This is an optimization exercise on Yosys and OpenROAD, whose aim is small area, a short achievable clock period and few clock cycles per item, not a production implementation.
Where RTL was checked, it was by simulation tests only, not by an equivalence proof against the original.
Function not checked in runs 1 and 2: the RTL went through the layout flow alone.
No activity file was given, so power comes from the tool's default toggle rates.

==> flow/design.v (outline; a module is shown in full before it is edited, if it fits) <==
// module vector_multiplier: 3861 lines
// module CacheBuffer: 35 lines
// module AXIoutput: 46 lines
// module PLcontroller: 113 lines
// module TopModule: 64 lines
module TopModule #(
    parameter BITWIDTH = 16,
    parameter MATSIZE  = 8
  )(
    input  logic rstn,
    input  logic [BITWIDTH-1:0] i_data,
    input  logic i_valid,
    output logic i_ready,
    output logic o_valid,
    input  logic o_ready,
    output logic [BITWIDTH-1:0] o_data,
    input  logic Clk,
    output logic o_intr
  );
  // ...
==> flow/flow/run.sh <==
#!/bin/bash
set -euo pipefail
bash standard.sh SETUP_SLACK_MARGIN=6.6 CTS_CLUSTER_SIZE=24 CTS_CLUSTER_DIAMETER=100 finish > standard.log 2>&1
==> flow/standard.sh <==
#!/bin/bash
# synth_recipe.tcl (not shown) runs the flow's synth.tcl, then flattens the netlist and writes it again
# the make line also repeats each setting of config.mk as NAME=value (left out here)
make -C /OpenROAD-flow-scripts/flow DESIGN_CONFIG=/design/flow/config.mk WORK_HOME=/design/flow/orfs CLKGATE_MAP_FILE= SYNTH_SCRIPT=/design/flow/synth_recipe.tcl "${@:-finish}"
==> flow/config.mk <==
export PLATFORM = sky130hd
export DESIGN_NAME = TopModule
export DESIGN_NICKNAME = TopModule
export VERILOG_FILES = /design/flow/design.v
export SDC_FILE = /design/flow/constraint.sdc
export NUM_CORES = 4
export LEC_CHECK = 0
export ABC_AREA = 1
export CAP_MARGIN = 20
export CORE_MARGIN = 2
export CORE_UTILIZATION = 60
export PLACE_DENSITY = 0.7
export SETUP_SLACK_MARGIN = 5
export SLEW_MARGIN = 20
==> flow/constraint.sdc <==
create_clock -name core_clock -period 10.0 [get_ports {Clk}]
set_input_delay 2.0000 -clock core_clock [delete_from_list [all_inputs] [get_ports {Clk}]]
set_output_delay 2.0000 -clock core_clock [all_outputs]
set_load 0.01 [all_outputs]
==> summary.txt, run 1 <==
* Outcome: no timing/DRC/antenna violations
* Depth of the most critical reg-to-reg path at 10
* Insertion delay to the later sink of the worst-skew pair at 0.74 ns
* Critical path, cell by cell: buf_4, inv_2, nand2_1, nand2_2, o22ai_1, xor2_1, fa_1, fa_1, inv_1, fa_1
* Share of the synthesized area in the top cell type at 43.1%
* Maximum root-to-sink buffer count at 3
* Crit Reg-Reg Endpoint: u_mul.r1[57]
* Total iterations of the first detailed-routing run at 6
* Clock network power at 3.66 mW
* Synthesized area divided by synthesized cell count at 10.9 um2
* Initial cell density of the core at 60.6%
* Wire per inst at 23.0 um
* RSZ-0062 raised after global routing: yes
* Mux share of post-synthesis cell area at 0%
* Worst setup path start: CacheUnit.rowA[117]
* Synth Area in Simple Gates at 8.01%
* Number of distinct library cells after synthesis at 47
* Actual transition at the worst max-transition pin at 1.02 ns
* Number of nets with antenna violations after detailed routing at 0
* DR WL met2 at 74,400 um
* Top cell types by occurrence after synthesis: dfxtp_1 (1,399), nand2_1 (892), inv_1 (852)
* Areal power density over the cells at 203 nW/um2
* Most instantiated flip-flop cell in the synthesis netlist: dfxtp_1
* Sequential fraction of total cell area at 50.4%
* Largest stage delay, worst path at 0.64 ns
* Number of global-route vias before repair at 39,800
* Clock tree from TritonCTS: done
* Worst path required time at 10.60 ns
* Number of DRC violations after detailed routing at 0
* Max Fanout on Critical Path at 11
* H-tree levels at 3
* Share of total power consumed by net switching at 30.0%
==> run 2, diff against run 1 <==
==> flow/flow/run.sh (replaced) <==
#!/bin/bash
set -euo pipefail
bash standard.sh SETUP_SLACK_MARGIN=6.6 finish > standard.log 2>&1
==> summary.txt, run 2 <==
* Register name with the most flops: CacheUnit.ringB (unchanged)
* Busiest grt layer: met2 (unchanged)
* Final standard cell area without fillers at 72,800 um2 (was 70,100 um2)
* Areal power density over the cells at 227 nW/um2 (was 203 nW/um2)
* Number of vias per cell at 5.55 (was 5.58)
* Placed standard-cell area at 66,400 um2 (unchanged)
* Synthesis-stage register bit count at 1,643 (unchanged)
* Arrival @ worst endpoint at 4.03 ns (was 4.01 ns)
* Global routing met3 resource utilization at 6.53% (was 6.14%)
* Worst setup path start: CacheUnit.rowA[69] (was CacheUnit.rowA[117])
* Largest vdd supply drop at 0.000228 V (was 0.000203 V)
* Top cell types by occurrence after synthesis: dfxtp_1 (1,399), nand2_1 (892), inv_1 (852) (unchanged)
* Number of DRC violations after detailed routing at 0 (unchanged)
* Filler Cells Inserted at 7,978 (was 8,331)
* Clock tree from TritonCTS: done (unchanged)
* R2R Setup Slk at 6.60 ns (was 6.59 ns)
* Combined global-route utilization of all metal layers at 31.8% (was 31.0%)
* Number of cell rows at 120 (unchanged)
* Worst path required time at 10.63 ns (was 10.60 ns)
* Number of nets with antenna violations after detailed routing at 0 (unchanged)
* Insertion delay to the later sink of the worst-skew pair at 0.81 ns (was 0.74 ns)
* Ys Warns at 4 (unchanged)
* GR met2 Demand/Resource at 46.9% (was 45.9%)
* Number of endpoints with negative hold slack in the final report at 0 (unchanged)
* Sequential-to-total area share from yosys stat at 54.4% (unchanged)
* Type of the worst setup path: reg2reg (unchanged)
* Total wire length after detailed routing at 175,000 um (was 172,000 um)
* Clock skew after layout at 0.0496 ns (was 0.0452 ns)
* Outcome: no timing/DRC/antenna violations (unchanged)
* DRC violation total after the first TritonRoute iteration at 4,928 (was 4,800)
* Io pins at 39 (unchanged)
* Global-route track usage on met1 at 44.7% (was 44.1%)
* Actual transition at the worst max-transition pin at 1.04 ns (was 1.02 ns)
* Crit path to: u_mul.r1[99] (was u_mul.r1[57])
* Number of distinct library cells after synthesis at 47 (unchanged)
* Most frequent standard cell in the layout excluding fill and tap cells: dfxtp_1 (unchanged)
* Portion of the clock cycle consumed by the worst path in the final layout at 34.0% (was 34.1%)
* Initial cell density of the core at 60.6% (unchanged)
* Synthesized area divided by synthesized cell count at 10.9 um2 (unchanged)
* Antenna violations before repair at 13 (was 14)
* Slew Limit Fails at 0 (unchanged)
* Post-Synthesis Cells at 5,971 (unchanged)
* Max capacitance violation total at 0 (unchanged)
* Class of the tightest hold or removal check: reg2reg (unchanged)
* Nature of the critical path endpoint: register (unchanged)
* Clock-pin slew reported for the worst setup and hold paths after clock tree synthesis at 0.06 ns (was 0.10 ns)
* Die Outline Area at 111,000 um2 (unchanged)
* Overall overflow remaining after global route at 0 (unchanged)
* Chip width at 333 um (unchanged)
* Crit Reg-Reg Endpoint: u_mul.r1[99] (was u_mul.r1[57])
* NumNets Final at 6,644 (was 6,576)
* Total iterations of the first detailed-routing run at 10 (was 6)
* Vias at 42,500 (was 41,900)
* Worst hold path depth at 0 (unchanged)
* Max Fanout on Critical Path at 9 (was 11)
* Leading cell types in the layout, fill and taps excluded: dfxtp_1 (1,393), nand2_1 (852), inv_1 (830), xor2_1 (510), fa_1 (484) (was dfxtp_1 (1,394), nand2_1 (850), inv_1 (831), xor2_1 (509), fa_1 (483))
* Static leakage power at 31.6 nW (was 30.2 nW)
* Area contributors post-synth: dfxtp_1 (43%), fa_1 (15%), edfxtp_1 (11%) (unchanged)
* Most instantiated flip-flop cell in the synthesis netlist: dfxtp_1 (unchanged)
* Ratio of cells with drive above 1 in the final layout at 9.04% (was 6.75%)
* IO Port Bufs at 38 (unchanged)
* Share of the synthesized area in the top cell type at 43.1% (unchanged)
* H-tree levels at 4 (was 3)
* TritonCTS sink count at 1,643 (unchanged)
* Leading registers by flop count: CacheUnit.ringB: 1024 flops, u_mul.r1: 174 flops (unchanged)
* TNS Setup at 0 ns (unchanged)
* Growth of design area from synthesis to finish at 12.1% (was 7.86%)
* Cell area after technology mapping at 65,000 um2 (unchanged)
* Core region area at 107,000 um2 (unchanged)
* Worst slack at placement at 6.20 ns (unchanged)
* Number of global-route vias before repair at 41,100 (was 39,800)
* Number of enable flip-flop cells after synthesis at 244 (unchanged)
* Net count of the mapped netlist at 6,505 (unchanged)
* Detailed Place HPWL at 129,000 um (unchanged)
* RSZ-0062 raised after global routing: yes (unchanged)
* Startpoint kind of the worst setup timing path: register (unchanged)
* Post-route worst setup slack at 6.60 ns (was 6.59 ns)
* Max frequency at 294 MHz (was 293 MHz)
* Cts bufs inserted at 154 (was 81)
* Max reg flops at 1,024 (unchanged)
* Post-route minimum period at 3.40 ns (was 3.41 ns)
* Wire per inst at 22.9 um (was 23.0 um)
* Number of buffers added to fix hold violations after cts at 0 (unchanged)
* Clock root buffer master: clkbuf_16 (unchanged)
* Final weighted congestion in routability-driven placement at 1.01 (unchanged)
* Maximum root-to-sink buffer count at 3 (unchanged)
* Largest net degree at the start of global routing at 71 (unchanged)
* Wire length of the first global-routing pass at 258,000 um (was 253,000 um)
* Number of setup violations in the final report at 0 (unchanged)
* Worst rel slew slack at 30.5% (was 31.8%)
* Startpoint of the worst register-to-register path: CacheUnit.rowA[69] (was CacheUnit.rowA[117])
* Top cell type by total area after synthesis: dfxtp_1 (unchanged)
* Most common cell in the netlist: dfxtp_1 (unchanged)
* Async set-reset flop share out of synthesis at 0% (unchanged)
* DIE HEIGHT at 333 um (unchanged)
* Depth of the most critical reg-to-reg path at 10 (unchanged)
==> run 2: cell counts after synthesis <==
No cell type changed its count.
==> run 2: how the worst min path moves through the flow <==
stage | slack [ns] | end | start
detailed placement | 0.31 | CacheUnit.ringB[10] | CacheUnit.ringB[26]
CTS | 0.31 | CacheUnit.ringB[363] | CacheUnit.ringB[379]
finish | 0.32 | CacheUnit.ringB[719] | CacheUnit.ringB[735]
global placement | 0.31 | CacheUnit.ringB[841] | CacheUnit.ringB[857]
floorplan | 0.31 | CacheUnit.ringB[0] | CacheUnit.ringB[16]
global route | 0.32 | CacheUnit.ringB[285] | CacheUnit.ringB[301]
==> run 2: per-layer routing <==
metal	vias up	routed length (um)
li1	19300	-
met1	20500	72400
met2	2284	75500
met3	436	17700
met4	2	9600
met5	-	17
==> run 2: stage by stage <==
step | cells | utilization (%) | power (mW) | hold WS [ns]
2_1_floorplan | 5971 | - | 9.34 | 0.310
3_3_place_gp | 7247 | 62.0 | 10.5 | 0.309
3_5_place_dp | 7247 | 62.0 | 10.7 | 0.312
4_1_cts | 7587 | 67.3 | 16.6 | 0.309
5_1_grt | 7642 | 67.9 | 17.2 | 0.316
6_report | 7664 | 67.9 | 16.5 | 0.318
==> run 2: logic make-up (layout without fill, tap and decap cells) <==
group,Yosys count,count (layout),share of synthesized area (%)
XOR/XNOR,558,558,7.54
AND/OR/NAND/NOR,1275,1276,8.01
other,0,22,0
adder cells (fa/ha/maj),514,514,15.5
flip-flops,1643,1643,54.4
buffers and inverters,1116,1383,6.74
AO/OA/AOI/OAI,865,865,7.81
==> run 2: area by class of cell <==
class | instances | area [um2] | share of cell area (%)
well taps | 1403 | 1760 | 2.41
clock buffers | 225 | 4590 | 6.30
repair inverters | 2 | 12.5 | 0.0172
multi-input cells | 3213 | 25500 | 34.9
diodes | 22 | 55.1 | 0.0756
flip-flops and latches | 1643 | 35300 | 48.5
repair buffers | 176 | 1390 | 1.90
clock inverters | 60 | 686 | 0.941
inverters | 920 | 3570 | 4.90
==> run 2: critical path, stage by stage, from the launching register on <==
cell and delay, ns:
edfxtp_1 0.46, buf_4 0.18, nand2_1 0.06, and2_1 0.19, clkinvlp_4 0.20, o22ai_1 0.20
xor2_1 0.21, fa_1 0.49, fa_1 0.58, inv_1 0.15, fa_1 0.51
==> run 2: timing repair <==
action,4_1_cts,5_1_grt
setup buffers,55,52
pin swaps,0,11
setup endpoints to repair,164,83
gates cloned,0,3
gates resized for setup,110,80
==> run 2: power by group <==
part | switching [mW] | leakage, nW | internal [mW]
sequential | 0.260 | 13.7 | 7.23
combinational | 1.90 | 15.3 | 1.15
clock | 2.53 | 2.59 | 3.43
total | 4.69 | 31.6 | 11.8
==> module PLcontroller, before the edit <==
module PLcontroller #(
    parameter BITWIDTH = 16,
    parameter MATSIZE  = 8,
    parameter LAT      = 2,
    parameter DEPTH    = LAT + 2
  )(
    input  logic clk,
    input  logic rstn,
    input  logic [BITWIDTH-1:0] i_data,
    input  logic i_valid,
    output logic i_ready,
    output logic [BITWIDTH-1:0] word,
    output logic WriteB,
    output logic [$clog2(MATSIZE)-1:0] RowB,
    output logic WriteA,
    output logic LoadCR,
    output logic LoadDirect,
    output logic push,
    input  logic pop,
    output logic o_intr
  );
  localparam AW = $clog2(MATSIZE);
  localparam CW = $clog2(DEPTH+1);
  typedef struct packed {
    logic isA;
    logic [AW-1:0] hi;
    logic [AW-1:0] lo;
    logic [AW-1:0] ph;
  } tag_t;
  logic [AW-1:0] ph;
  logic ph0;                        
  logic h_v, s_v;                   
  tag_t h_t, s_t, w_t;
  logic [BITWIDTH-1:0] s_d;
  logic phok;                       
  logic [2*AW:0] w;                 
  logic fr_pend, cr_act;
  logic [AW-1:0] nextcol, nextph;   
  logic [CW-1:0] resv;              
  logic room;                       
  logic [LAT-1:0] vpipe;
  logic [2*AW-1:0] ocnt;
  logic accept, commit, colfree, wr, hfree, release_cr;
  logic [CW-1:0] resv_c;            
  tag_t h_t_n;
  assign w_t     = {w[2*AW], w[2*AW-1:AW], w[AW-1:0], AW'(w[AW-1:0] + 1'b1)};
  assign accept  = i_valid && i_ready;
  assign commit  = cr_act && ph == nextph && room;
  assign colfree = !cr_act || h_t.lo < nextcol || (h_t.lo == nextcol && room);
  assign WriteB  = h_v && phok && !fr_pend && !h_t.isA && colfree;
  assign WriteA  = h_v && phok && !fr_pend && h_t.isA;
  assign wr      = WriteB || WriteA;
  assign hfree   = !h_v || wr;
  assign RowB    = h_t.hi;
  assign LoadDirect = WriteA && h_t.lo == AW'(MATSIZE-1);
  assign release_cr = !cr_act || (nextph == '0 && room);
  assign LoadCR  = ph0 && (LoadDirect || fr_pend) && release_cr;
  assign push    = vpipe[LAT-1];
  assign resv_c  = resv + CW'(commit);
  assign h_t_n   = !hfree ? h_t : s_v ? s_t : w_t;
  always_ff @(posedge clk) begin
    if (hfree) begin
      word <= s_v ? s_d : i_data;
      h_t  <= h_t_n;
    end
    if (!hfree && accept) begin
      s_d <= i_data;
      s_t <= w_t;
    end
    if (!rstn) begin
      ph      <= '0;
      ph0     <= 1'b0;
      phok    <= 1'b0;
      h_v     <= 1'b0;
      s_v     <= 1'b0;
      i_ready <= 1'b1;
      w       <= '0;
      fr_pend <= 1'b0;
      cr_act  <= 1'b0;
      nextcol <= '0;
      nextph  <= '0;
      resv    <= '0;
      room    <= 1'b0;
      vpipe   <= '0;
      ocnt    <= '0;
      o_intr  <= 1'b0;
    end else begin
      ph   <= ph + 1'b1;
      ph0  <= ph == AW'(MATSIZE-1);
      phok <= ph + 1'b1 == h_t_n.ph;
      if (hfree) h_v <= s_v || i_valid;
      s_v     <= !hfree && (s_v || accept);
      i_ready <= hfree || !(s_v || accept);
      if (accept) w <= w + 1'b1;
      if (LoadCR) fr_pend <= 1'b0;
      else if (LoadDirect) fr_pend <= 1'b1;
      if (LoadCR) begin
        cr_act  <= 1'b1;
        nextcol <= '0;
        nextph  <= AW'(1);
      end else if (commit) begin
        nextcol <= nextcol + 1'b1;
        nextph  <= nextph + 1'b1;
        if (nextcol == AW'(MATSIZE-1)) cr_act <= 1'b0;
      end
      resv  <= pop ? resv_c - 1'b1 : resv_c;
      room  <= pop ? resv_c <= CW'(DEPTH) : resv_c < CW'(DEPTH);
      vpipe <= {vpipe, commit};
      if (pop) ocnt <= ocnt + 1'b1;
      o_intr <= pop && ocnt == '1;
    end
  end
endmodule
==> run 3, diff against run 2 <==
--- a/flow/design.v
+++ b/flow/design.v
@@ -3968,5 +3968,4 @@
     logic [AW-1:0] hi;
     logic [AW-1:0] lo;
-    logic [AW-1:0] ph;
   } tag_t;
   logic [AW-1:0] ph;
@@ -3986,5 +3985,5 @@
   logic [CW-1:0] resv_c;            
   tag_t h_t_n;
-  assign w_t     = {w[2*AW], w[2*AW-1:AW], w[AW-1:0], AW'(w[AW-1:0] + 1'b1)};
+  assign w_t     = w;
   assign accept  = i_valid && i_ready;
   assign commit  = cr_act && ph == nextph && room;
@@ -4030,5 +4029,5 @@
       ph   <= ph + 1'b1;
       ph0  <= ph == AW'(MATSIZE-1);
-      phok <= ph + 1'b1 == h_t_n.ph;
+      phok <= ph == h_t_n.lo;
       if (hfree) h_v <= s_v || i_valid;
       s_v     <= !hfree && (s_v || accept);
==> flow/flow/run.sh (replaced) <==
#!/bin/bash
set -euo pipefail
bash standard.sh SETUP_SLACK_MARGIN=6.8 CTS_CLUSTER_SIZE=20 CTS_CLUSTER_DIAMETER=100 finish > standard.log 2>&1
==> summary.txt, run 3 <==
* Worst rel slew slack at 30.2% (was 30.5%)
* Outcome: no timing/DRC/antenna violations (unchanged)
* Cts bufs inserted at 93 (was 154)
* NumNets Final at 6,695 (was 6,644)
* Maximum root-to-sink buffer count at 3 (unchanged)
* Growth of design area from synthesis to finish at 11.6% (was 12.1%)
* Most common cell in the netlist: dfxtp_1 (unchanged)
* Nature of the critical path endpoint: register (unchanged)
* Number of buffers added to fix hold violations after cts at 0 (unchanged)
* Detailed Place HPWL at 138,000 um (was 129,000 um)
* Synthesized area divided by synthesized cell count at 10.9 um2 (about the same)
* Worst setup path start: CacheUnit.rowA[65] (was CacheUnit.rowA[69])
* Max frequency at 302 MHz (was 294 MHz)
* Portion of the clock cycle consumed by the worst path in the final layout at 33.1% (was 34.0%)
* Worst Min Path Start: CacheUnit.ringB[364] (was CacheUnit.ringB[735])
* Combined global-route utilization of all metal layers at 32.8% (was 31.8%)
* Number of cell rows at 120 (unchanged)
* Cell area after technology mapping at 64,900 um2 (was 65,000 um2)
* Synthesis-stage register bit count at 1,637 (was 1,643)
* Area contributors post-synth: dfxtp_1 (43%), fa_1 (15%), edfxtp_1 (11%) (unchanged)
* Leading cell types in the layout, fill and taps excluded: dfxtp_1 (1,386), nand2_1 (839), inv_1 (798), xor2_1 (475), fa_1 (429) (was dfxtp_1 (1,393), nand2_1 (852), inv_1 (830), xor2_1 (510), fa_1 (484))
* TritonCTS sink count at 1,637 (was 1,643)
* Part of the power in registers at 50.8% (was 45.4%)
* Class of the tightest hold or removal check: reg2reg (unchanged)
* Post-route worst setup slack at 6.69 ns (was 6.60 ns)
* TNS Setup at 0 ns (unchanged)
* Insertion delay to the later sink of the worst-skew pair at 0.72 ns (was 0.81 ns)
* Leading registers by flop count: CacheUnit.ringB: 1024 flops, u_mul.r1: 174 flops (unchanged)
* Part of the power in the clock network at 26.7% (was 36.1%)
* Register name with the most flops: CacheUnit.ringB (unchanged)
* Async set-reset flop share out of synthesis at 0% (unchanged)
* Ys Warns at 4 (unchanged)
* Number of setup violations in the final report at 0 (unchanged)
* Logic pwr share at 22.5% (was 18.5%)
* Vias at 42,700 (was 42,500)
* Number of vias per cell at 5.59 (was 5.55)
* Internal portion of total power at 10.3 mW (was 11.8 mW)
* Number of nets with antenna violations after detailed routing at 0 (unchanged)
* Net load switching power at 4.41 mW (was 4.69 mW)
* Actual transition at the worst max-transition pin at 1.05 ns (was 1.04 ns)
* Placed standard-cell area at 66,300 um2 (was 66,400 um2)
* Overall overflow remaining after global route at 0 (unchanged)
* Startpoint of the worst register-to-register path: CacheUnit.rowA[65] (was CacheUnit.rowA[69])
* H-tree levels at 3 (was 4)
* Total wire length after detailed routing at 184,000 um (was 175,000 um)
* Most frequent standard cell in the layout excluding fill and tap cells: dfxtp_1 (unchanged)
* IO Port Bufs at 38 (unchanged)
* Sequential-to-total area share from yosys stat at 54.1% (was 54.4%)
* Share of total power consumed by net switching at 30.0% (was 28.4%)
* Number of distinct library cells after synthesis at 50 (was 47)
* Share of the synthesized area in the top cell type at 43.1% (about the same)
* Largest vdd supply drop at 0.000251 V (was 0.000228 V)
* Non-filler cells in the finished layout at 7,635 (was 7,664)
* Total iterations of the first detailed-routing run at 6 (was 10)
* Post-route minimum period at 3.31 ns (was 3.40 ns)
* Die Outline Area at 111,000 um2 (about the same)
* Type of the worst setup path: reg2reg (unchanged)
* RSZ-0062 raised after global routing: yes (unchanged)
* Wire per inst at 24.2 um (was 22.9 um)
* DRC violation total after the first TritonRoute iteration at 5,026 (was 4,928)
* Initial cell density of the core at 60.6% (about the same)
* Clock-pin slew reported for the worst setup and hold paths after clock tree synthesis at 0.10 ns (was 0.06 ns)
* Number of DRC violations after detailed routing at 0 (unchanged)
* Clock tree from TritonCTS: done (unchanged)
* Placed Instances at 7,247 (unchanged)
* Clock root buffer master: clkbuf_16 (unchanged)
* Ratio of cells with drive above 1 in the final layout at 13.1% (was 9.04%)
* Max reg flops at 1,024 (unchanged)
* Clock skew after layout at 0.0384 ns (was 0.0496 ns)
* Top cell type by total area after synthesis: dfxtp_1 (unchanged)
* Largest net degree at the start of global routing at 53 (was 71)
* Most instantiated flip-flop cell in the synthesis netlist: dfxtp_1 (unchanged)
* Antenna violations before repair at 13 (unchanged)
* DIE HEIGHT at 333 um (about the same)
* Max Fanout on Critical Path at 7 (was 9)
* Arrival @ worst endpoint at 3.94 ns (was 4.03 ns)
* Areal power density over the cells at 203 nW/um2 (was 227 nW/um2)
* Slew Limit Fails at 0 (unchanged)
* Chip width at 333 um (about the same)
* Final standard cell area without fillers at 72,400 um2 (was 72,800 um2)
* Number of endpoints with negative hold slack in the final report at 0 (unchanged)
* Core region area at 107,000 um2 (unchanged)
* Wire length of the first global-routing pass at 265,000 um (was 258,000 um)
* Top cell types by occurrence after synthesis: dfxtp_1 (1,399), nand2_1 (910), inv_1 (851) (was dfxtp_1 (1,399), nand2_1 (892), inv_1 (852))
* Number of enable flip-flop cells after synthesis at 238 (was 244)
* Max capacitance violation total at 0 (unchanged)
* Number of global-route vias before repair at 40,100 (was 41,100)
* Final weighted congestion in routability-driven placement at 0.993 (was 1.01)
* Io pins at 39 (unchanged)
* Static leakage power at 31.3 nW (was 31.6 nW)
* Startpoint kind of the worst setup timing path: register (unchanged)
* Filler Cells Inserted at 8,220 (was 7,978)
* Net count of the mapped netlist at 6,508 (was 6,505)
* Worst slack at placement at 6.17 ns (was 6.20 ns)
* Post-Synthesis Cells at 5,974 (was 5,971)
* Worst path required time at 10.63 ns (about the same)
## run 3: changes by cell type after synthesis, sizes merged, moves of 5 or more
| cell | delta |
|---|---|
| nand3 | +6 |
| o21ai | -12 |
| clkbuf | -5 |
| o211ai | -6 |
| edfxtp | -6 |
| nor2 | +5 |
| inv | +9 |
| xor2 | -12 |
| nand2 | +30 |
## run 3: final cells by class
class	instances	area, um2	share of cell area (%)
antenna	23	57.6	0.0794
clock buffer	134	2580	3.56
inverter	926	3720	5.13
clock inverter	9	136	0.188
tap	1403	1760	2.42
sequential	1637	35200	48.5
timing repair inverter	2	11.3	0.0155
multi-input combinational	3227	26800	37.0
timing repair buffer	274	2230	3.08
## run 3: timing repair
| item | 4_1_cts | 5_1_grt |
|---|---|---|
| endpoints found under the setup margin | 168 | 272 |
| setup buffers | 126 | 84 |
| pin swaps | 22 | 177 |
| resized for setup | 214 | 332 |
| cloned | 3 | 9 |
## run 3: layer usage
metal  track usage, %  wire [um]  vias to the layer above
met1             48.0      78100                    20900
met2             48.9      80800                     2136
li1                 -          -                    19300
met3             5.94      17700                      345
met5                0          0                        -
met4             12.4       7870                        0
## run 3: critical path: stages, from the launching register on
cell	delay, ns
edfxtp_1	0.48
buf_6	0.17
nand2_4	0.05
and2_4	0.18
clkinvlp_4	0.24
buf_6	0.20
o22ai_4	0.13
xor2_2	0.19
fa_1	0.46
fa_2	0.54
inv_2	0.06
fa_2	0.53
## run 3: power groups by stage
stage               Sequential (mW)  Clock [mW]  Combinational, mW
finish                         7.47        3.92               3.31
CTS                            7.47        3.99               3.22
floorplan                      7.50           0               2.04
global route                   7.50        4.22               3.69
global placement               7.61           0               3.14
detailed placement             7.62           0               3.25
## run 3: path summary, 6_finish.rpt
kind,to,slack [ns],cells after the start
max reg2reg,u_mul.r1[70],6.69,11
min,CacheUnit.ringB[348],0.30,0
min reg2reg,CacheUnit.ringB[348],0.30,0
max,u_mul.r1[70],6.69,11
## run 3: kinds of logic after synthesis
family / after synthesis / synth area share [%]
adders and majority gates: 514 / 15.5
AOI/OAI and AO/OA: 844 / 7.67
buffers and inverters: 1120 / 6.93
and+or+nand+nor: 1310 / 8.35
DFF: 1637 / 54.1
xor gates and xnor gates: 549 / 7.40
## run 3: through the flow
| stage | util [%] | hold WS [ns] | total power [mW] |
|---|---|---|---|
| global route | 67.5 | 0.312 | 15.4 |
| floorplan | - | 0.310 | 9.54 |
| CTS | 65.6 | 0.307 | 14.7 |
| detailed placement | 61.9 | 0.312 | 10.9 |
| global placement | 61.9 | 0.310 | 10.7 |
| finish | 67.6 | 0.301 | 14.7 |
Testbench counts of run 3, summed over its fixed seeds: cycles 3,168, items 1,536.
==> run 4, diff against run 3 <==
==> flow/flow/run.sh (replaced) <==
#!/bin/bash
set -euo pipefail
bash standard.sh SETUP_SLACK_MARGIN=6.6 CTS_CLUSTER_SIZE=24 CTS_CLUSTER_DIAMETER=100 finish > standard.log 2>&1
==> summary.txt, run 4 <==
* Outcome: no timing/DRC/antenna violations (unchanged)
* DIE HEIGHT at 333 um (unchanged)
* Area contributors post-synth: dfxtp_1 (43%), fa_1 (15%), edfxtp_1 (11%) (unchanged)
* Sum of buffers and inverters on the critical path at 1 (was 4)
* R2R Setup Slk at 6.64 ns (was 6.69 ns)
* Post-Synthesis Cells at 5,974 (unchanged)
* Class of the tightest hold or removal check: reg2reg (unchanged)
* TritonCTS sink count at 1,637 (unchanged)
* Crit Reg-Reg Endpoint: u_mul.r1[151] (was u_mul.r1[70])
* Number of enable flip-flop cells after synthesis at 238 (unchanged)
* Final standard cell area without fillers at 70,000 um2 (was 72,400 um2)
* Ratio of cells with drive above 1 in the final layout at 7.15% (was 13.1%)
* Max Fanout on Critical Path at 1 (was 7)
* Largest vdd supply drop at 0.000177 V (was 0.000251 V)
* Hold path endpoint: CacheUnit.ringB[537] (was CacheUnit.ringB[348])
* Clock root buffer master: clkbuf_16 (unchanged)
* Number of vias per cell at 5.53 (was 5.59)
* Filler Cells Inserted at 8,389 (was 8,220)
* IO Port Bufs at 38 (unchanged)
* Number of DRC violations after detailed routing at 0 (unchanged)
* Number of nets with antenna violations after detailed routing at 0 (unchanged)
* RSZ-0062 raised after global routing: yes (unchanged)
* Clock skew after layout at 0.0416 ns (was 0.0384 ns)
* Register name with the most flops: CacheUnit.ringB (unchanged)
* Die Outline Area at 111,000 um2 (unchanged)
* DRC violation total after the first TritonRoute iteration at 5,366 (was 5,026)
* Worst hold path depth at 0 (unchanged)
* Async set-reset flop share out of synthesis at 0% (unchanged)
* Clock-pin slew reported for the worst setup and hold paths after clock tree synthesis at 0.10 ns (about the same)
* Critical path, cell by cell: dlygate4sd2_1 (was buf_6, nand2_4, and2_4, clkinvlp_4, buf_6, o22ai_4, xor2_2, fa_1, fa_2, inv_2, fa_2)
* Leading registers by flop count: CacheUnit.ringB: 1024 flops, u_mul.r1: 174 flops (unchanged)
* Number of cell rows at 120 (unchanged)
* Ys Warns at 4 (unchanged)
* Number of global-route vias before repair at 39,000 (was 40,100)
* Worst path slowest cell: edfxtp_1 (was fa_2)
* Max reg flops at 1,024 (unchanged)
* Max frequency at 297 MHz (was 302 MHz)
* Growth of design area from synthesis to finish at 7.82% (was 11.6%)
* Cts bufs inserted at 80 (was 93)
* Total iterations of the first detailed-routing run at 6 (unchanged)
* Wire per inst at 23.1 um (was 24.2 um)
* Net count of the mapped netlist at 6,508 (unchanged)
* Top cell type by total area after synthesis: dfxtp_1 (unchanged)
* NumNets Final at 6,585 (was 6,695)
* Antenna violations before repair at 14 (was 13)
* Combined global-route utilization of all metal layers at 31.1% (was 32.8%)
* Number of distinct library cells after synthesis at 50 (unchanged)
* Post-route minimum period at 3.37 ns (was 3.31 ns)
* Number of setup violations in the final report at 0 (unchanged)
* Portion of the clock cycle consumed by the worst path in the final layout at 33.7% (was 33.1%)
* Detailed Place HPWL at 131,000 um (was 138,000 um)
* Maximum root-to-sink buffer count at 3 (unchanged)
* Startpoint of the worst register-to-register path: CacheUnit.rowA[17] (was CacheUnit.rowA[65])
* H-tree levels at 3 (unchanged)
* Final weighted congestion in routability-driven placement at 1.01 (was 0.993)
* Slew Limit Fails at 0 (unchanged)
* Startpoint kind of the worst setup timing path: register (unchanged)
* Clock tree from TritonCTS: done (unchanged)
* Core region area at 107,000 um2 (unchanged)
* Most instantiated flip-flop cell in the synthesis netlist: dfxtp_1 (unchanged)
* Number of endpoints with negative hold slack in the final report at 0 (unchanged)
* Wire length of the first global-routing pass at 251,000 um (was 265,000 um)
* Number of buffers added to fix hold violations after cts at 0 (unchanged)
* Static leakage power at 30.5 nW (was 31.3 nW)
* Max capacitance violation total at 0 (unchanged)
* Overall overflow remaining after global route at 0 (unchanged)
* Insertion delay to the later sink of the worst-skew pair at 0.71 ns (was 0.72 ns)
* Cell area after technology mapping at 64,900 um2 (unchanged)
* Type of the worst setup path: reg2out (was reg2reg)
* Sequential-to-total area share from yosys stat at 54.1% (unchanged)
* Largest stage delay, worst path at 0.37 ns (was 0.54 ns)
* Chip width at 333 um (unchanged)
* Nature of the critical path endpoint: primary output (was register)
* Leading cell types in the layout, fill and taps excluded: dfxtp_1 (1,394), nand2_1 (877), inv_1 (830), xor2_1 (498), o22ai_1 (483) (was dfxtp_1 (1,386), nand2_1 (839), inv_1 (798), xor2_1 (475), fa_1 (429))
* Depth of the most critical reg-to-reg path at 12 (was 11)
* Io pins at 39 (unchanged)
* Placed standard-cell area at 66,300 um2 (about the same)
* Synthesis-stage register bit count at 1,637 (unchanged)
* Share of the synthesized area in the top cell type at 43.1% (unchanged)
* Actual transition at the worst max-transition pin at 0.991 ns (was 1.05 ns)
* Areal power density over the cells at 202 nW/um2 (was 203 nW/um2)
* Total wire length after detailed routing at 173,000 um (was 184,000 um)
* Synthesized area divided by synthesized cell count at 10.9 um2 (unchanged)
* TNS Setup at 0 ns (unchanged)
* Most frequent standard cell in the layout excluding fill and tap cells: dfxtp_1 (unchanged)
* Worst Min Path Start: CacheUnit.ringB[553] (was CacheUnit.ringB[364])
* Vias at 41,500 (was 42,700)
* Arrival @ worst endpoint at 1.37 ns (was 3.94 ns)
* Worst path required time at 8.00 ns (was 10.63 ns)
* Largest net degree at the start of global routing at 54 (was 53)
* Top cell types by occurrence after synthesis: dfxtp_1 (1,399), nand2_1 (910), inv_1 (851) (unchanged)
* Worst rel slew slack at 33.7% (was 30.2%)
* Crit path max-delay family: flip-flops (was adder cells)
* Initial cell density of the core at 60.6% (unchanged)
* Most common cell in the netlist: dfxtp_1 (unchanged)
[run 4: how the worst max path moves through the flow]
stage                                    from                    to  slack [ns]  depth (start not counted)
after global placement     controller.fr_pend    CacheUnit.rowA[46]        5.71                          8
after global routing       CacheUnit.rowA[17]         u_mul.r1[151]        6.57                         12
after floorplan            controller.fr_pend  controller.nextph[2]        6.64                          9
after CTS                  AXIout.data_out[9]             o_data[9]        6.60                          1
after detailed placement   controller.fr_pend    CacheUnit.rowA[46]        5.70                          8
final                     AXIout.data_out[15]            o_data[15]        6.63                          1
[run 4: layer usage]
metal / GRT usage, % / up-vias / wire, um
li1: - / 19000 / -
met1: 45.5 / 20100 / 73400
met2: 45.9 / 2033 / 74600
met3: 4.98 / 334 / 16300
met4: 13.7 / 2 / 8470
met5: 0 / - / 13
[run 4: repair_timing]
item,in CTS,in global routing
gates resized for setup,71,76
setup endpoints to repair,267,84
setup buffers,61,63
pin swaps,2,9
cloned,1,3
[run 4: cell families (layout without fill, tap and decap cells)]
kind of cell | count (synthesis) | in the layout | synth area share [%]
AND/OR/NAND/NOR | 1310 | 1312 | 8.35
AO/OA/AOI/OAI | 844 | 844 | 7.67
adder cells (fa/ha/maj) | 514 | 514 | 15.5
buffers and inverters | 1120 | 1232 | 6.93
other | 0 | 8 | 0
flip-flops | 1637 | 1637 | 54.1
XOR/XNOR | 549 | 549 | 7.40
[run 4: area by class of cell]
cell class | count | area, um2 | area share (%)
sequential | 1637 | 35200 | 50.2
multi-input combinational | 3219 | 25500 | 36.5
inverter | 926 | 3640 | 5.20
clock buffer | 110 | 2180 | 3.11
tap | 1403 | 1760 | 2.51
timing repair buffer | 185 | 1570 | 2.24
clock inverter | 9 | 160 | 0.229
antenna | 8 | 20.0 | 0.0286
timing repair inverter | 2 | 12.5 | 0.0179
[run 4: power by group]
part           total, mW  switching (mW)  internal (mW)  leakage [nW]
logic               3.07            1.86           1.21          15.7
clock network       3.61            2.05           1.56          1.13
registers           7.45           0.242           7.21          13.7
[run 4: per-stage QoR]
| step | std cells | hold slack (ns) | util (%) | setup WS, ns | total power, mW |
|---|---|---|---|---|---|
| 2_1_floorplan | 5974 | 0.310 | - | 6.64 | 9.54 |
| 3_3_place_gp | 7244 | 0.309 | 61.8 | 5.71 | 10.6 |
| 3_5_place_dp | 7244 | 0.312 | 61.8 | 5.70 | 10.7 |
| 4_1_cts | 7425 | 0.309 | 64.6 | 6.60 | 14.2 |
| 5_1_grt | 7491 | 0.314 | 65.3 | 6.57 | 14.9 |
| 6_report | 7499 | 0.304 | 65.3 | 6.63 | 14.1 |
==> module TopModule, before the edit <==
module TopModule #(
    parameter BITWIDTH = 16,
    parameter MATSIZE  = 8
  )(
    input  logic rstn,
    input  logic [BITWIDTH-1:0] i_data,
    input  logic i_valid,
    output logic i_ready,
    output logic o_valid,
    input  logic o_ready,
    output logic [BITWIDTH-1:0] o_data,
    input  logic Clk,
    output logic o_intr
  );
  localparam AW  = $clog2(MATSIZE);
  localparam LAT = 2;    
  logic [BITWIDTH-1:0] word, product;
  logic WriteB, WriteA, LoadCR, LoadDirect, push, pop;
  logic [AW-1:0] RowB;
  logic [MATSIZE-1:0][BITWIDTH-1:0] rowA, colB;
  PLcontroller #(.BITWIDTH(BITWIDTH), .MATSIZE(MATSIZE), .LAT(LAT)) controller (
    .clk(Clk),
    .rstn(rstn),
    .i_data(i_data),
    .i_valid(i_valid),
    .i_ready(i_ready),
    .word(word),
    .WriteB(WriteB),
    .RowB(RowB),
    .WriteA(WriteA),
    .LoadCR(LoadCR),
    .LoadDirect(LoadDirect),
    .push(push),
    .pop(pop),
    .o_intr(o_intr)
  );
  CacheBuffer #(.BITWIDTH(BITWIDTH), .MATSIZE(MATSIZE)) CacheUnit (
    .Clk(Clk),
    .dataIn(word),
    .WriteB(WriteB),
    .RowB(RowB),
    .WriteA(WriteA),
    .LoadCR(LoadCR),
    .LoadDirect(LoadDirect),
    .rowA(rowA),
    .colB(colB)
  );
  vector_multiplier u_mul (
    .clk(Clk),
    .a(rowA),
    .b(colB),
    .y(product)
  );
  AXIoutput #(.BITWIDTH(BITWIDTH), .DEPTH(LAT+2)) AXIout (
    .clk(Clk),
    .rstn(rstn),
    .push(push),
    .data_in(product),
    .data_out(o_data),
    .valid(o_valid),
    .o_ready(o_ready),
    .pop(pop)
  );
endmodule
==> run 5, diff against run 4 <==
--- a/flow/design.v
+++ b/flow/design.v
@@ -3949,8 +3949,6 @@
     input  logic clk,
     input  logic rstn,
-    input  logic [BITWIDTH-1:0] i_data,
     input  logic i_valid,
     output logic i_ready,
-    output logic [BITWIDTH-1:0] word,
     output logic WriteB,
     output logic [$clog2(MATSIZE)-1:0] RowB,
@@ -3964,15 +3962,6 @@
   localparam AW = $clog2(MATSIZE);
   localparam CW = $clog2(DEPTH+1);
-  typedef struct packed {
-    logic isA;
-    logic [AW-1:0] hi;
-    logic [AW-1:0] lo;
-  } tag_t;
   logic [AW-1:0] ph;
   logic ph0;                        
-  logic h_v, s_v;                   
-  tag_t h_t, s_t, w_t;
-  logic [BITWIDTH-1:0] s_d;
-  logic phok;                       
   logic [2*AW:0] w;                 
   logic fr_pend, cr_act;
@@ -3982,37 +3971,61 @@
   logic [LAT-1:0] vpipe;
   logic [2*AW-1:0] ocnt;
-  logic accept, commit, colfree, wr, hfree, release_cr;
+  logic accept, commit, release_cr, idle;
+  logic [AW-1:0] lo;
   logic [CW-1:0] resv_c;            
-  tag_t h_t_n;
-  assign w_t     = w;
+  logic fr_pend_n, cr_act_n;
+  logic [AW-1:0] nextcol_n, nextph_n;
+  logic [2*AW:0] w_inc;
+  logic [AW-1:0] ph_inc;
+  assign lo      = w[AW-1:0];
+  assign idle    = w == '0 && !cr_act && !fr_pend;
   assign accept  = i_valid && i_ready;
   assign commit  = cr_act && ph == nextph && room;
-  assign colfree = !cr_act || h_t.lo < nextcol || (h_t.lo == nextcol && room);
-  assign WriteB  = h_v && phok && !fr_pend && !h_t.isA && colfree;
-  assign WriteA  = h_v && phok && !fr_pend && h_t.isA;
-  assign wr      = WriteB || WriteA;
-  assign hfree   = !h_v || wr;
-  assign RowB    = h_t.hi;
-  assign LoadDirect = WriteA && h_t.lo == AW'(MATSIZE-1);
+  assign WriteB  = accept && !w[2*AW];
+  assign WriteA  = accept && w[2*AW];
+  assign RowB    = w[2*AW-1:AW];
+  assign LoadDirect = WriteA && lo == AW'(MATSIZE-1);
   assign release_cr = !cr_act || (nextph == '0 && room);
   assign LoadCR  = ph0 && (LoadDirect || fr_pend) && release_cr;
   assign push    = vpipe[LAT-1];
   assign resv_c  = resv + CW'(commit);
-  assign h_t_n   = !hfree ? h_t : s_v ? s_t : w_t;
-  always_ff @(posedge clk) begin
-    if (hfree) begin
-      word <= s_v ? s_d : i_data;
-      h_t  <= h_t_n;
-    end
-    if (!hfree && accept) begin
-      s_d <= i_data;
-      s_t <= w_t;
+  assign w_inc   = w + 1'b1;
+  assign ph_inc  = ph + 1'b1;
+  always_comb begin
+    fr_pend_n = fr_pend;
+    cr_act_n  = cr_act;
+    nextcol_n = nextcol;
+    nextph_n  = nextph;
+    if (LoadCR) begin
+      fr_pend_n = 1'b0;
+      cr_act_n  = 1'b1;
+      nextcol_n = '0;
+      nextph_n  = AW'(1);
+    end else begin
+      if (LoadDirect) fr_pend_n = 1'b1;
+      if (commit) begin
+        nextcol_n = nextcol + 1'b1;
+        nextph_n  = nextph + 1'b1;
+        if (nextcol == AW'(MATSIZE-1)) cr_act_n = 1'b0;
+      end
     end
+  end
+  function automatic logic ready_next(input logic acc, input logic pp);
+    logic [2*AW:0] wn;
+    logic [AW-1:0] phn, lon;
+    logic roomn, colfree, idlen;
+    wn    = acc ? w_inc : w;
+    phn   = (acc && idle) ? AW'(2) : ph_inc;
+    lon   = wn[AW-1:0];
+    roomn = pp ? resv_c <= CW'(DEPTH) : resv_c < CW'(DEPTH);
+    idlen = wn == '0 && !cr_act_n && !fr_pend_n;
+    colfree = !cr_act_n || lon < nextcol_n || (lon == nextcol_n && roomn);
+    ready_next = idlen ||
+                 (phn == lon + 1'b1 && !fr_pend_n && (wn[2*AW] || colfree));
+  endfunction
+  always_ff @(posedge clk) begin
     if (!rstn) begin
       ph      <= '0;
       ph0     <= 1'b0;
-      phok    <= 1'b0;
-      h_v     <= 1'b0;
-      s_v     <= 1'b0;
       i_ready <= 1'b1;
       w       <= '0;
@@ -4027,22 +4040,17 @@
       o_intr  <= 1'b0;
     end else begin
-      ph   <= ph + 1'b1;
-      ph0  <= ph == AW'(MATSIZE-1);
-      phok <= ph == h_t_n.lo;
-      if (hfree) h_v <= s_v || i_valid;
-      s_v     <= !hfree && (s_v || accept);
-      i_ready <= hfree || !(s_v || accept);
-      if (accept) w <= w + 1'b1;
-      if (LoadCR) fr_pend <= 1'b0;
-      else if (LoadDirect) fr_pend <= 1'b1;
-      if (LoadCR) begin
-        cr_act  <= 1'b1;
-        nextcol <= '0;
-        nextph  <= AW'(1);
-      end else if (commit) begin
-        nextcol <= nextcol + 1'b1;
-        nextph  <= nextph + 1'b1;
-        if (nextcol == AW'(MATSIZE-1)) cr_act <= 1'b0;
-      end
+      ph  <= (accept && idle) ? AW'(2) : ph_inc;
+      ph0 <= (accept && idle) ? 1'b0 : ph == AW'(MATSIZE-1);
+      case ({accept, pop})
+        2'b00: i_ready <= ready_next(1'b0, 1'b0);
+        2'b01: i_ready <= ready_next(1'b0, 1'b1);
+        2'b10: i_ready <= ready_next(1'b1, 1'b0);
+        default: i_ready <= ready_next(1'b1, 1'b1);
+      endcase
+      if (accept) w <= w_inc;
+      fr_pend <= fr_pend_n;
+      cr_act  <= cr_act_n;
+      nextcol <= nextcol_n;
+      nextph  <= nextph_n;
       resv  <= pop ? resv_c - 1'b1 : resv_c;
       room  <= pop ? resv_c <= CW'(DEPTH) : resv_c < CW'(DEPTH);
@@ -4069,5 +4077,5 @@
   localparam AW  = $clog2(MATSIZE);
   localparam LAT = 2;    
-  logic [BITWIDTH-1:0] word, product;
+  logic [BITWIDTH-1:0] product;
   logic WriteB, WriteA, LoadCR, LoadDirect, push, pop;
   logic [AW-1:0] RowB;
@@ -4076,8 +4084,6 @@
     .clk(Clk),
     .rstn(rstn),
-    .i_data(i_data),
     .i_valid(i_valid),
     .i_ready(i_ready),
-    .word(word),
     .WriteB(WriteB),
     .RowB(RowB),
@@ -4091,5 +4097,5 @@
   CacheBuffer #(.BITWIDTH(BITWIDTH), .MATSIZE(MATSIZE)) CacheUnit (
     .Clk(Clk),
-    .dataIn(word),
+    .dataIn(i_data),
     .WriteB(WriteB),
     .RowB(RowB),
--- a/flow/config.mk
+++ b/flow/config.mk
@@ -9,6 +9,6 @@
 export CAP_MARGIN = 20
 export CORE_MARGIN = 2
-export CORE_UTILIZATION = 60
-export PLACE_DENSITY = 0.7
+export CORE_UTILIZATION = 70
+export PLACE_DENSITY = 0.78
 export SETUP_SLACK_MARGIN = 5
 export SLEW_MARGIN = 20
==> summary.txt, run 5 <==
* Core region area at 89,900 um2 (was 107,000 um2)
* Share of the synthesized area in the top cell type at 44.1% (was 43.1%)
* Startpoint kind of the worst setup timing path: register (unchanged)
* Portion of the clock cycle consumed by the worst path in the final layout at 33.8% (was 33.7%)
* Synthesized area divided by synthesized cell count at 10.8 um2 (was 10.9 um2)
* Detailed Place HPWL at 121,000 um (was 131,000 um)
* Clock-pin slew reported for the worst setup and hold paths after clock tree synthesis at 0.11 ns (was 0.10 ns)
* Number of distinct library cells after synthesis at 54 (was 50)
* Cts bufs inserted at 78 (was 80)
* Combined global-route utilization of all metal layers at 36.4% (was 31.1%)
* Worst path slowest cell: edfxtp_1 (unchanged)
* Most common cell in the netlist: dfxtp_1 (unchanged)
* Share of total power consumed by net switching at 39.5% (was 29.4%)
* Number of cell rows at 110 (was 120)
* Ys Warns at 4 (unchanged)
* Insertion delay to the later sink of the worst-skew pair at 0.71 ns (about the same)
* Maximum root-to-sink buffer count at 3 (unchanged)
* Areal power density over the cells at 329 nW/um2 (was 202 nW/um2)
* Cell area after technology mapping at 63,300 um2 (was 64,900 um2)
* Static leakage power at 30.2 nW (was 30.5 nW)
* Arrival @ worst endpoint at 1.38 ns (was 1.37 ns)
* Clock tree from TritonCTS: done (unchanged)
* Worst path required time at 8.00 ns (about the same)
* Number of nets with antenna violations after detailed routing at 0 (unchanged)
* Number of enable flip-flop cells after synthesis at 192 (was 238)
* Die Outline Area at 92,900 um2 (was 111,000 um2)
* Async set-reset flop share out of synthesis at 0% (unchanged)
* IO Port Bufs at 38 (unchanged)
* Worst slack at placement at 4.19 ns (was 5.70 ns)
* Sequential-to-total area share from yosys stat at 53.2% (was 54.1%)
* Number of DRC violations after detailed routing at 0 (unchanged)
* Type of the worst setup path: reg2out (unchanged)
* Number of global-route vias before repair at 40,000 (was 39,000)
* Max capacitance violation total at 0 (unchanged)
* Post-route minimum period at 3.38 ns (was 3.37 ns)
* Critical path, cell by cell: dlygate4sd2_1 (unchanged)
* Nature of the critical path endpoint: primary output (unchanged)
* Actual transition at the worst max-transition pin at 0.929 ns (was 0.991 ns)
* Top cell types by occurrence after synthesis: dfxtp_1 (1,396), inv_1 (847), nand2_1 (842) (was dfxtp_1 (1,399), nand2_1 (910), inv_1 (851))
* Register name with the most flops: CacheUnit.ringB (unchanged)
* Placed Instances at 6,916 (was 7,244)
* DRC violation total after the first TritonRoute iteration at 5,227 (was 5,366)
* Max frequency at 296 MHz (was 297 MHz)
* Io pins at 39 (unchanged)
* TNS Setup at 0 ns (unchanged)
* Wire per inst at 23.5 um (was 23.1 um)
* Part of the power in the clock network at 15.8% (was 25.5%)
* TritonCTS sink count at 1,588 (was 1,637)
* DIE HEIGHT at 305 um (was 333 um)
* Top cell type by total area after synthesis: dfxtp_1 (unchanged)
* Chip width at 305 um (was 333 um)
* Class of the tightest hold or removal check: reg2reg (unchanged)
* Clock root buffer master: clkbuf_16 (unchanged)
* Leading cell types in the layout, fill and taps excluded: dfxtp_1 (1,394), inv_1 (828), nand2_1 (806), xor2_1 (509), fa_1 (482) (was dfxtp_1 (1,394), nand2_1 (877), inv_1 (830), xor2_1 (498), o22ai_1 (483))
* Largest stage delay, worst path at 0.37 ns (about the same)
* Net count of the mapped netlist at 6,412 (was 6,508)
* Net load switching power at 8.89 mW (was 4.16 mW)
* Logic pwr share at 42.9% (was 21.7%)
* Largest net degree at the start of global routing at 55 (was 54)
* Number of buffers added to fix hold violations after cts at 0 (unchanged)
* Post-Synthesis Cells at 5,874 (was 5,974)
* Number of vias per cell at 5.82 (was 5.53)
* Total wire length after detailed routing at 169,000 um (was 173,000 um)
* Leading registers by flop count: CacheUnit.ringB: 1024 flops, u_mul.r1: 174 flops (unchanged)
* Part of the power in registers at 41.2% (was 52.7%)
* Area contributors post-synth: dfxtp_1 (44%), fa_1 (15%), edfxtp_1 (9.1%) (was dfxtp_1 (43%), fa_1 (15%), edfxtp_1 (11%))
* Max Fanout on Critical Path at 1 (unchanged)
* Global routing met3 resource utilization at 7.54% (was 4.98%)
* Ratio of cells with drive above 1 in the final layout at 7.23% (was 7.15%)
* Clock skew after layout at 0.0377 ns (was 0.0416 ns)
* Slew Limit Fails at 0 (unchanged)
* Synthesis-stage register bit count at 1,588 (was 1,637)
* Number of endpoints with negative hold slack in the final report at 0 (unchanged)
* H-tree levels at 3 (unchanged)
* Most frequent standard cell in the layout excluding fill and tap cells: dfxtp_1 (unchanged)
* Internal portion of total power at 13.6 mW (was 9.98 mW)
* Final weighted congestion in routability-driven placement at 1.00 (was 1.01)
* Most instantiated flip-flop cell in the synthesis netlist: dfxtp_1 (unchanged)
* Number of setup violations in the final report at 0 (unchanged)
* Outcome: no timing/DRC/antenna violations (unchanged)
* Overall overflow remaining after global route at 0 (unchanged)
* Sum of buffers and inverters on the critical path at 1 (unchanged)
* Hold WS at 0.314 ns (was 0.304 ns)
* RSZ-0062 raised after global routing: yes (unchanged)
* Max reg flops at 1,024 (unchanged)
* Post-route worst setup slack at 6.62 ns (was 6.63 ns)
* NumNets Final at 6,497 (was 6,585)
* Wire length of the first global-routing pass at 249,000 um (was 251,000 um)
* Initial cell density of the core at 70.5% (was 60.6%)
* Total iterations of the first detailed-routing run at 7 (was 6)
* Busiest grt layer: met2 (unchanged)
* Non-filler cells in the finished layout at 7,205 (was 7,499)
* Crit path max-delay family: flip-flops (unchanged)
* Vias at 41,900 (was 41,500)
* Largest vdd supply drop at 0.000613 V (was 0.000177 V)
* Worst rel slew slack at 37.9% (was 33.7%)
* GR met2 Demand/Resource at 54.9% (was 45.9%)
* Global-route track usage on met1 at 49.7% (was 45.5%)
* Antenna violations before repair at 12 (was 14)
* Growth of design area from synthesis to finish at 7.83% (was 7.82%)
==> run 5: worst paths after layout <==
kind / slack [ns] / end / startpoint / depth (start not counted)
setup / recovery: 6.62 / o_data[2] / AXIout.data_out[2] / 1
hold / removal: 0.31 / CacheUnit.ringB[736] / CacheUnit.ringB[752] / 0
setup reg to reg: 6.63 / u_mul.r1[36] / CacheUnit.rowA[67] / 11
hold reg to reg: 0.31 / CacheUnit.ringB[736] / CacheUnit.ringB[752] / 0
==> run 5: layout make-up <==
class	count	area, um2
Antenna cell	30	75.1
Clock buffer	105	2070
Clock inverter	15	198
Fill cell	5962	21600
Inverter	912	3550
Multi-Input combinational cell	3176	25500
Sequential cell	1588	33700
Tap cell	1176	1470
Timing Repair Buffer	201	1660
Timing Repair inverter	2	12.5
==> run 5: logic make-up (layout without fill, tap and decap cells) <==
| kind of cell | after synthesis | in the layout | synth area share (%) |
|---|---|---|---|
| XOR/XNOR | 560 | 560 | 7.75 |
| adder cells (fa/ha/maj) | 518 | 518 | 16.0 |
| other | 0 | 30 | 0 |
| flip-flops | 1588 | 1588 | 53.2 |
| AND/OR/NAND/NOR | 1234 | 1237 | 8.03 |
| buffers and inverters | 1113 | 1235 | 6.93 |
| AO/OA/AOI/OAI | 861 | 861 | 8.08 |
==> run 5: power by group through the flow <==
stage	registers, mW	logic [mW]	clock network (mW)
2_1_floorplan	8.83	5.91	0
4_1_cts	9.24	9.43	3.58
5_1_grt	9.35	10.6	3.79
3_5_place_dp	9.34	9.37	0
3_3_place_gp	9.30	9.07	0
6_report	9.27	9.66	3.56
==> run 5: metal layers <==
metal / up-vias / share of wire [%]
li1: 18700 / -
met1: 20300 / 40
met2: 2368 / 45
met3: 499 / 9.9
met4: 2 / 6.1
met5: - / 0.010
==> run 5: what timing repair did <==
action                                  in CTS  in global routing
cloned                                       5                  1
setup buffers                               54                 79
resized for setup                           82                 71
endpoints found under the setup margin     348                102
pin swaps                                    3                 12
==> run 5: through the flow <==
stage | cell area [um2] | power [mW] | util, %
2_1_floorplan | 63400 | 14.7 | -
3_3_place_gp | 64500 | 18.4 | 71.8
3_5_place_dp | 64500 | 18.7 | 71.8
4_1_cts | 67400 | 22.2 | 75.0
5_1_grt | 68200 | 23.7 | 75.9
6_report | 68300 | 22.5 | 76.0
Testbench counts of run 5, summed over its fixed seeds: cycles 3,160, items 1,536.
==> run 6, diff against run 5 <==
--- a/flow/config.mk
+++ b/flow/config.mk
@@ -9,6 +9,6 @@
 export CAP_MARGIN = 20
 export CORE_MARGIN = 2
-export CORE_UTILIZATION = 70
-export PLACE_DENSITY = 0.78
+export CORE_UTILIZATION = 60
+export PLACE_DENSITY = 0.7
 export SETUP_SLACK_MARGIN = 5
 export SLEW_MARGIN = 20
==> summary.txt, run 6 <==
* Number of endpoints with negative hold slack in the final report at 0 (unchanged)
* Nature of the critical path endpoint: register (was primary output)
* Slew Limit Fails at 0 (unchanged)
* Clock-pin slew reported for the worst setup and hold paths after clock tree synthesis at 0.11 ns (about the same)
* Ratio of cells with drive above 1 in the final layout at 8.54% (was 7.23%)
* Detailed Place HPWL at 130,000 um (was 121,000 um)
* Cts bufs inserted at 78 (unchanged)
* Async set-reset flop share out of synthesis at 0% (unchanged)
* Most common cell in the netlist: dfxtp_1 (unchanged)
* Io pins at 39 (unchanged)
* Max capacitance violation total at 0 (unchanged)
* Initial cell density of the core at 60.3% (was 70.5%)
* Synthesis-stage register bit count at 1,588 (unchanged)
* Filler Cells Inserted at 8,245 (was 5,962)
* Total iterations of the first detailed-routing run at 7 (unchanged)
* Core region area at 105,000 um2 (was 89,900 um2)
* Post-route minimum period at 3.38 ns (about the same)
* Insertion delay to the later sink of the worst-skew pair at 0.71 ns (about the same)
* Number of enable flip-flop cells after synthesis at 192 (unchanged)
* Placed Instances at 7,132 (was 6,916)
* Number of DRC violations after detailed routing at 0 (unchanged)
* Depth of the most critical reg-to-reg path at 11 (unchanged)
* Number of cell rows at 119 (was 110)
* Most frequent standard cell in the layout excluding fill and tap cells: dfxtp_1 (unchanged)
* Area contributors post-synth: dfxtp_1 (44%), fa_1 (15%), edfxtp_1 (9.1%) (unchanged)
* Maximum root-to-sink buffer count at 3 (unchanged)
* Portion of the clock cycle consumed by the worst path in the final layout at 33.8% (about the same)
* Worst rel slew slack at 28.6% (was 37.9%)
* Number of nets with antenna violations after detailed routing at 0 (unchanged)
* Largest net degree at the start of global routing at 66 (was 55)
* Die Outline Area at 108,000 um2 (was 92,900 um2)
* TNS Setup at 0 ns (unchanged)
* DIE HEIGHT at 329 um (was 305 um)
* Chip width at 329 um (was 305 um)
* DRC violation total after the first TritonRoute iteration at 4,796 (was 5,227)
* Largest vdd supply drop at 0.000503 V (was 0.000613 V)
* Clock tree from TritonCTS: done (unchanged)
* Class of the tightest hold or removal check: reg2reg (unchanged)
* H-tree levels at 3 (unchanged)
* Ys Warns at 4 (unchanged)
* Wire length of the first global-routing pass at 257,000 um (was 249,000 um)
* Static leakage power at 30.4 nW (was 30.2 nW)
* Synthesized area divided by synthesized cell count at 10.8 um2 (unchanged)
* Net count of the mapped netlist at 6,412 (unchanged)
* Growth of design area from synthesis to finish at 8.98% (was 7.83%)
* Type of the worst setup path: reg2reg (was reg2out)
* Cell area after technology mapping at 63,300 um2 (unchanged)
* Vias at 41,300 (was 41,900)
* Number of global-route vias before repair at 39,200 (was 40,000)
* Antenna violations before repair at 14 (was 12)
* Sequential-to-total area share from yosys stat at 53.2% (unchanged)
* Top cell types by occurrence after synthesis: dfxtp_1 (1,396), inv_1 (847), nand2_1 (842) (unchanged)
* Share of the synthesized area in the top cell type at 44.1% (unchanged)
* Number of setup violations in the final report at 0 (unchanged)
* Arrival @ worst endpoint at 3.96 ns (was 1.38 ns)
* Top cell type by total area after synthesis: dfxtp_1 (unchanged)
* Outcome: no timing/DRC/antenna violations (unchanged)
* TritonCTS sink count at 1,588 (unchanged)
* RSZ-0062 raised after global routing: yes (unchanged)
* Number of vias per cell at 5.57 (was 5.82)
* Number of buffers added to fix hold violations after cts at 0 (unchanged)
* Wire per inst at 23.9 um (was 23.5 um)
* Register name with the most flops: CacheUnit.ringB (unchanged)
* Max reg flops at 1,024 (unchanged)
* Leading cell types in the layout, fill and taps excluded: dfxtp_1 (1,393), inv_1 (820), nand2_1 (796), xor2_1 (503), fa_1 (470) (was dfxtp_1 (1,394), inv_1 (828), nand2_1 (806), xor2_1 (509), fa_1 (482))
* Areal power density over the cells at 317 nW/um2 (was 329 nW/um2)
* Worst path required time at 10.58 ns (was 8.00 ns)
* Combined global-route utilization of all metal layers at 32.8% (was 36.4%)
* Total wire length after detailed routing at 178,000 um (was 169,000 um)
* Post-Synthesis Cells at 5,874 (unchanged)
* Most instantiated flip-flop cell in the synthesis netlist: dfxtp_1 (unchanged)
* Max frequency at 296 MHz (about the same)
* Overall overflow remaining after global route at 0 (unchanged)
* NumNets Final at 6,525 (was 6,497)
* Clock skew after layout at 0.0397 ns (was 0.0377 ns)
* Clock root buffer master: clkbuf_16 (unchanged)
* Max Fanout on Critical Path at 10 (was 1)
* Leading registers by flop count: CacheUnit.ringB: 1024 flops, u_mul.r1: 174 flops (unchanged)
* IO Port Bufs at 38 (unchanged)
* Non-filler cells in the finished layout at 7,425 (was 7,205)
* Final weighted congestion in routability-driven placement at 0.999 (was 1.00)
* Worst hold path depth at 0 (unchanged)
* Actual transition at the worst max-transition pin at 1.07 ns (was 0.929 ns)
* Number of distinct library cells after synthesis at 54 (unchanged)
* Startpoint kind of the worst setup timing path: register (unchanged)
==> run 6: layer usage <==
metal  vias up  global-route usage (%)  part of all wire (%)
met4         0                    15.1                   5.2
li1      18800                       -                     -
met3       360                    6.03                   9.2
met2      1997                    49.5                    44
met5         -                       0                     0
met1     20200                    46.4                    42
==> run 6: metrics by stage <==
stage	setup WS (ns)	util, %	area, um2	hold slack [ns]	power (mW)
6_report	6.62	65.8	69000	0.314	21.8
5_1_grt	6.47	65.7	69000	0.313	23.4
4_1_cts	6.35	64.7	67900	0.309	21.8
3_5_place_dp	4.21	61.7	64800	0.312	18.3
3_3_place_gp	4.23	61.7	64800	0.309	17.9
2_1_floorplan	5.07	-	63400	0.310	14.7
==> run 6: final timing paths <==
kind | start | endpoint | slack (ns)
worst max-delay path | CacheUnit.rowA[69] | u_mul.r1[57] | 6.62
worst min register to register | CacheUnit.ringB[306] | CacheUnit.ringB[290] | 0.31
worst max register to register | CacheUnit.rowA[69] | u_mul.r1[57] | 6.62
worst min-delay path | CacheUnit.ringB[306] | CacheUnit.ringB[290] | 0.31
==> run 6: cell families (layout without fill, tap and decap cells) <==
group                    Yosys count  after routing  share of synthesized area, %
other                              0              7                             0
AO/OA/AOI/OAI                    861            861                          8.08
XOR/XNOR                         560            560                          7.75
adder cells (fa/ha/maj)          518            518                          16.0
flip-flops                      1588           1588                          53.2
AND/OR/NAND/NOR                 1234           1238                          8.03
buffers and inverters           1113           1262                          6.93
==> run 6: timing repair <==
action	in CTS	in global routing
buffers inserted	71	89
pin swaps	7	42
setup endpoints to repair	331	223
endpoints found under the hold margin	0	0
cloned	4	2
resized for setup	106	110
==> run 6: worst max-delay path, stage by stage, from the launching register on <==
cell      delay [ns]
edfxtp_1        0.39
buf_4           0.19
nand2_2         0.08
inv_1           0.05
nor2_2          0.12
bufinv_8        0.22
o22ai_1         0.18
xor2_1          0.29
fa_1            0.51
fa_2            0.69
inv_1           0.08
fa_1            0.44
==> run 6: layout make-up <==
class / count / area (um2) / share of cell area (%)
Sequential cell: 1588 / 33700 / 48.8
Multi-Input combinational cell: 3177 / 25800 / 37.3
Inverter: 912 / 3580 / 5.19
Clock buffer: 108 / 2110 / 3.05
Timing Repair Buffer: 229 / 1920 / 2.77
Tap cell: 1391 / 1740 / 2.52
Clock inverter: 12 / 180 / 0.261
Antenna cell: 7 / 17.5 / 0.0254
Timing Repair inverter: 1 / 7.51 / 0.0109
==> run 6: report_power, final <==
part	switching, mW	internal (mW)	total, mW
Combinational	5.47	3.64	9.11
Sequential	0.918	8.30	9.22
Clock	2.01	1.51	3.52
Total	8.40	13.4	21.8
==> run 7, diff against run 6 <==
==> flow/flow/run.sh (replaced) <==
#!/bin/bash
set -euo pipefail
bash standard.sh SETUP_SLACK_MARGIN=6.85 CTS_CLUSTER_SIZE=24 CTS_CLUSTER_DIAMETER=100 "BUFFER_PORTS_ARGS=-buffer_cell sky130_fd_sc_hd__buf_2" finish > standard.log 2>&1
==> summary.txt, run 7 <==
* Io pins at 39 (unchanged)
* Nature of the critical path endpoint: register (unchanged)
* Cts bufs inserted at 77 (was 78)
* Ys Warns at 4 (unchanged)
* Synthesis-stage register bit count at 1,588 (unchanged)
* Slew Limit Fails at 0 (unchanged)
* Initial cell density of the core at 60.3% (unchanged)
* Internal portion of total power at 13.7 mW (was 13.4 mW)
* Number of DRC violations after detailed routing at 0 (unchanged)
* Clock skew after layout at 0.0371 ns (was 0.0397 ns)
* Async set-reset flop share out of synthesis at 0% (unchanged)
* Max reg flops at 1,024 (unchanged)
* Post-Synthesis Cells at 5,874 (unchanged)
* Startpoint of the worst register-to-register path: CacheUnit.rowA[3] (was CacheUnit.rowA[69])
* Most common cell in the netlist: dfxtp_1 (unchanged)
* Area contributors post-synth: dfxtp_1 (44%), fa_1 (15%), edfxtp_1 (9.1%) (unchanged)
* Top cell types by occurrence after synthesis: dfxtp_1 (1,396), inv_1 (847), nand2_1 (842) (unchanged)
* Depth of the most critical reg-to-reg path at 10 (was 11)
* Sequential-to-total area share from yosys stat at 53.2% (unchanged)
* Most frequent standard cell in the layout excluding fill and tap cells: dfxtp_1 (unchanged)
* Net count of the mapped netlist at 6,412 (unchanged)
* TNS Setup at 0 ns (unchanged)
* Ratio of cells with drive above 1 in the final layout at 16.4% (was 8.54%)
* Detailed Place HPWL at 123,000 um (was 130,000 um)
* DRC violation total after the first TritonRoute iteration at 5,111 (was 4,796)
* Top cell type by total area after synthesis: dfxtp_1 (unchanged)
* Outcome: no timing/DRC/antenna violations (unchanged)
* Register name with the most flops: CacheUnit.ringB (unchanged)
* Number of setup violations in the final report at 0 (unchanged)
* Most instantiated flip-flop cell in the synthesis netlist: dfxtp_1 (unchanged)
* Portion of the clock cycle consumed by the worst path in the final layout at 34.2% (was 33.8%)
* Leading registers by flop count: CacheUnit.ringB: 1024 flops, u_mul.r1: 174 flops (unchanged)
* Cell area after technology mapping at 63,300 um2 (unchanged)
* Total iterations of the first detailed-routing run at 8 (was 7)
run 7: cell counts after synthesis:
No cell type changed its count.
run 7: metal layers:
layer  global-route usage, %  wire (um)  vias to the layer above  share of wire (%)
li1                        -          -                    19000                  -
met1                    45.1      71100                    20600                 40
met2                    48.4      78100                     2224                 44
met3                    4.61      16000                      465                9.1
met4                    16.1      10400                        0                5.9
met5                       0          0                        -                  0
run 7: worst max path at each step:
| stage | start | endpoint | depth (start not counted) |
|---|---|---|---|
| 6_report | CacheUnit.rowA[3] | u_mul.r1[36] | 10 |
| 5_1_grt | CacheUnit.rowA[3] | u_mul.r1[36] | 10 |
| 4_1_cts | AXIout.data_out[13] | o_data[13] | 1 |
| 3_5_place_dp | i_valid | CacheUnit.rowA[73] | 8 |
| 3_3_place_gp | i_valid | CacheUnit.rowA[71] | 8 |
| 2_1_floorplan | i_valid | controller.i_ready | 13 |
run 7: cells by family (layout without fill, tap and decap cells):
group / count (synthesis) / in the layout / synth area share, %
flip-flops: 1588 / 1588 / 53.2
buffers and inverters: 1113 / 1392 / 6.93
AND/OR/NAND/NOR: 1234 / 1245 / 8.03
other: 0 / 12 / 0
adder cells (fa/ha/maj): 518 / 518 / 16.0
XOR/XNOR: 560 / 560 / 7.75
AO/OA/AOI/OAI: 861 / 861 / 8.08
run 7: cell type report:
type / instances / area (um2)
Sequential cell: 1588 / 33700
Fill cell: 7711 / 33200
Multi-Input combinational cell: 3184 / 27600
Inverter: 912 / 3610
Timing Repair Buffer: 359 / 2880
Clock buffer: 108 / 2120
Tap cell: 1391 / 1740
Clock inverter: 9 / 95.1
Antenna cell: 12 / 30.0
Timing Repair inverter: 4 / 23.8
run 7: timing repair:
item / 4_1_cts / 5_1_grt
pin swaps: 105 / 233
buffers inserted: 205 / 88
endpoints found under the hold margin: 0 / 0
setup endpoints to repair: 331 / 217
cloned: 10 / 6
hold buffers: 0 / 0
resized for setup: 264 / 414
run 7: metrics by stage:
step / total power [mW] / instances / util (%) / worst slack, ns / instance area (um2)
floorplan: 14.7 / 5874 / - / 5.07 / 63400
global placement: 18.2 / 7129 / 61.5 / 4.37 / 64600
detailed placement: 18.5 / 7129 / 61.5 / 4.26 / 64600
CTS: 22.0 / 7461 / 66.1 / 6.73 / 69400
global route: 23.9 / 7556 / 68.4 / 6.54 / 71800
finish: 22.5 / 7567 / 68.4 / 6.58 / 71800
run 7: power groups by stage:
| stage | clock, mW | combinational, mW | sequential (mW) |
|---|---|---|---|
| 2_1_floorplan | 0 | 5.91 | 8.83 |
| 3_3_place_gp | 0 | 8.94 | 9.26 |
| 3_5_place_dp | 0 | 9.17 | 9.30 |
| 4_1_cts | 3.52 | 9.34 | 9.17 |
| 5_1_grt | 3.74 | 10.9 | 9.30 |
| 6_report | 3.47 | 9.84 | 9.18 |
run 7: worst max-delay path, cell delays in order, from the launching register on:
cell and delay [ns]:
edfxtp_1 0.49, buf_6 0.17, buf_4 0.13, o21ai_4 0.19
nand2_8 0.13, buf_6 0.16, o22ai_1 0.25, xor2_1 0.29
fa_1 0.50, fa_2 0.56, fa_2 0.42

Re-timed with assumed drivers on the ports (clkbuf_16 on the clock, buf_2 on other inputs), run 7 has 6.584 ns of setup slack against 6.584 ns with ideal ports, and 6.191 ns once port delays also move by the mid clock arrival of 0.762 ns.
